What follows belongs to an exercise in optimizing a design on an open flow for a short achievable clock period and few clock cycles; a production flow would make more cautious choices. Function was checked by simulation only, so behaviour that the tests miss may differ from the original. Power figures rest on the tool's default switching activity, not on a simulated workload.

## rev 12
==> flow/design.v (excerpt) <==
module mips_multi_cycle (rst, clk, memwrite, memread, adr, inst, writedata);
  input rst, clk;
  output [31:0] adr, writedata;
  input [31:0] inst;
  output memread, memwrite;
  localparam [5:0] OP_R = 6'h00, OP_J = 6'h02, OP_JAL = 6'h03, OP_BEQ = 6'h04, OP_JR = 6'h06,
                   OP_ADDI = 6'h09, OP_SLTI = 6'h0A, OP_LW = 6'h23, OP_SW = 6'h2B;
  reg [31:0] adr_q, wdata_q, pc_f;
  reg        memwrite_q, memread_q, mcyc;
  reg        mc_wh, mc_wl, mc_rs, mc_rt;        
  reg [31:1] wen;                               
  reg        m_lw;
  reg [4:0]  m_rt;
  reg        e_v;
  reg [31:0] e_a, e_b, e_sd, e_bt;
  reg        e_fa, e_fb, e_fsd;                   
  reg        e_add, e_sub, e_and, e_or, e_slt;    
  reg        e_lw, e_sw, e_beq, e_jr;
  reg        e_mem1, e_mem2;                      
  reg        e_rp;                                
  reg [31:0] e_pc;
  reg [4:0]  e_wr;
  reg [31:0] R;
  reg [4:0]  w_rd;
  reg [31:0] rf [1:31];
  localparam ICK = 4;
  localparam ICN = 1 << ICK;
  reg             ic_v   [0:ICN-1];
  reg [12:ICK+2]  ic_tag [0:ICN-1];
  reg [31:0]      ic_d   [0:ICN-1];
  reg             ic_fill;
  reg             icp_hit;
  reg [31:0]      icp_word;
  wire [31:0]     pc4_f   = pc_f + 32'd4;
  wire [ICK-1:0]  ic_idx  = pc_f[ICK+1:2];
  wire [ICK-1:0]  icn_idx = pc4_f[ICK+1:2];
  wire            icn_hit = ic_v[icn_idx] && (ic_tag[icn_idx] == pc4_f[12:ICK+2]) &&
                            (pc4_f[31:13] == 19'd0);
  wire            icc_hit = ic_v[ic_idx] && (ic_tag[ic_idx] == pc_f[12:ICK+2]) &&
                            (pc_f[31:13] == 19'd0);
  wire [31:0] fw = {mc_wh ? icp_word[31:16] : inst[31:16],
                    mc_wl ? icp_word[15:0] : inst[15:0]};
  wire [5:0] f_op = fw[31:26];
  wire [5:0] f_fn = fw[5:0];
  wire [4:0] f_rs = fw[25:21];
  wire [4:0] f_rt = fw[20:16];
  wire [4:0] f_rd = fw[15:11];
  wire f_isR    = f_op == OP_R;
  wire f_isJ    = f_op == OP_J;
  wire f_isJAL  = f_op == OP_JAL;
  wire f_isBEQ  = f_op == OP_BEQ;
  wire f_isJR   = f_op == OP_JR;
  wire f_isADDI = f_op == OP_ADDI;
  wire f_isSLTI = f_op == OP_SLTI;
  ...
export LEC_CHECK = 0
export ABC_CLOCK_PERIOD_IN_PS = 2500
export CAP_MARGIN = 40
export CORE_MARGIN = 2
export CORE_UTILIZATION = 35
export CTS_CLUSTER_SIZE = 24
export PLACE_DENSITY = 0.5
export SETUP_SLACK_MARGIN = 4.4
export SLEW_MARGIN = 40
export SYNTH_HIERARCHICAL = 1
create_clock -name core_clock -period 7.5 [get_ports {clk}]
run.sh (not shown) runs the stock make flow with config.mk's settings and CLKGATE_MAP_FILE= SYNTH_SCRIPT=/design/flow/synth_recipe.tcl, a recipe that flattens the netlist after the stock synthesis.
Testbench counts of rev 12, summed over its fixed seeds: cycles 63,068.
The following lists how rev 13 was set up differently from rev 12:
Settings: clearing CTS_CLUSTER_SIZE, which used to be 24; swapping 4.4 for 4.2 in SETUP_SLACK_MARGIN.
==> notes.md <==
- Rev 13 against rev 12: global-route usage fell 0.58 points, cell count fell about 1.7%.
- Rev 12 → rev 13: detail-routed via count per cell stayed essentially flat; synthesis-to-finish area growth fell by 4.7 points; critical path buffer and inverter count rose by 2.
- | highest attainable clock frequency | rev 13 vs rev 12 | better |
- Cmp rev 13 vs rev 12: detailed-route wire length per cell higher in rev 13
- In rev 13 the power dissipated by switching net loads turned out about 2% lower than in rev 12.
- Core utilization for rev 13 is lower than for rev 12.
- Taking rev 12 as the reference, in rev 13 clock tree buffer count of the final layout increased by about 2.2% relative to the old numbers; post-layout instance area went down 3.8%.

--- another note on this design; it stands on its own ---

==> flow/design.v (excerpt) <==
module mips_multi_cycle (rst, clk, memwrite, memread, adr, inst, writedata);
  input rst, clk;
  output [31:0] adr, writedata;
  input [31:0] inst;
  output memread, memwrite;
  localparam [5:0] OP_R = 6'h00, OP_J = 6'h02, OP_JAL = 6'h03, OP_BEQ = 6'h04, OP_JR = 6'h06,
                   OP_ADDI = 6'h09, OP_SLTI = 6'h0A, OP_LW = 6'h23, OP_SW = 6'h2B;
  reg [31:0] adr_q, wdata_q, pc_f;
  reg        memwrite_q, memread_q, mcyc;
  reg        m_lw;
  reg [4:0]  m_rt;
  reg        e_v;
  reg [31:0] e_a, e_b, e_sd, e_bt;
  reg        e_fa, e_fb, e_fsd;                   
  reg        e_add, e_sub, e_and, e_or, e_slt;    
  reg        e_lw, e_sw, e_beq, e_jr;
  reg [4:0]  e_wr;
  reg [31:0] R;
  reg [4:0]  w_rd;
  reg [31:0] rf [1:31];
  localparam ICK = 4;
  localparam ICN = 1 << ICK;
  reg             ic_v   [0:ICN-1];
  reg [12:ICK+2]  ic_tag [0:ICN-1];
  reg [31:0]      ic_d   [0:ICN-1];
  reg             ic_fill;
  reg             icp_hit;
  reg [31:0]      icp_word;
  wire [31:0]     pc4_f   = pc_f + 32'd4;
  wire [ICK-1:0]  ic_idx  = pc_f[ICK+1:2];
  wire [ICK-1:0]  icn_idx = pc4_f[ICK+1:2];
  wire            icn_hit = ic_v[icn_idx] && (ic_tag[icn_idx] == pc4_f[12:ICK+2]) &&
                            (pc4_f[31:13] == 19'd0);
  wire            icc_hit = ic_v[ic_idx] && (ic_tag[ic_idx] == pc_f[12:ICK+2]) &&
                            (pc_f[31:13] == 19'd0);
  wire [31:0] fw = mcyc ? icp_word : inst;
  ...
export LEC_CHECK = 0
export ABC_CLOCK_PERIOD_IN_PS = 2500
export CAP_MARGIN = 20
export CORE_MARGIN = 2
export CORE_UTILIZATION = 35
export PLACE_DENSITY = 0.5
export SETUP_SLACK_MARGIN = 4.7
export SLEW_MARGIN = 20
export SYNTH_HIERARCHICAL = 1
create_clock -name core_clock -period 7.5 [get_ports {clk}]
run.sh (not shown) runs the stock make flow with config.mk's settings and CLKGATE_MAP_FILE= SYNTH_SCRIPT=/design/flow/synth_recipe.tcl, a recipe that flattens the netlist after the stock synthesis.
The starting point produced a layout that fails on capacitance limit, slew limit.
Testbench counts at the start, summed over its fixed seeds: cycles 62,382.
Next try:
CORE_UTILIZATION = 45   (was 35)
CTS_CLUSTER_SIZE = 40   (was unset)
PLACE_DENSITY = 0.65   (was 0.5)
What happened: Now the flow stopped in global routing on GRT-0232; area after synthesis stays the same; synthesized cell count stays the same.

## afterwards: timing with drivers on the ports
The results above use ideal ports. As a check the final layouts listed here were re-extracted and re-timed, cells and wires unchanged.
Step 1, drivers: a clkbuf_16 drives clk and a buf_2 each remaining input, both assumed.
Step 2 moves the port delays by t, midway between the first and last clock arrival at a register: inputs arrive t later, outputs are due t later. That takes back most of the time a late clock gives input paths.
Three values: no drivers, after step 1, after step 2; two values: the first two.
run	t (ns)	setup WS [ns]	worst setup path at the end	slew at the worst register clock pin (ns)
rev 12	1.034	4.018 / 3.985 / 2.950	input to register	0.08 / 0.08
rev 13	1.050	4.133 / 3.950 / 2.900	input to register	0.07 / 0.07
the first run of note 2	1.087	3.187 / 3.204 / 2.193	input to register	0.09 / 0.09
The setup slack of rev 13, which loses most, moves by -0.183 ns with the drivers and by -1.233 ns with both steps.
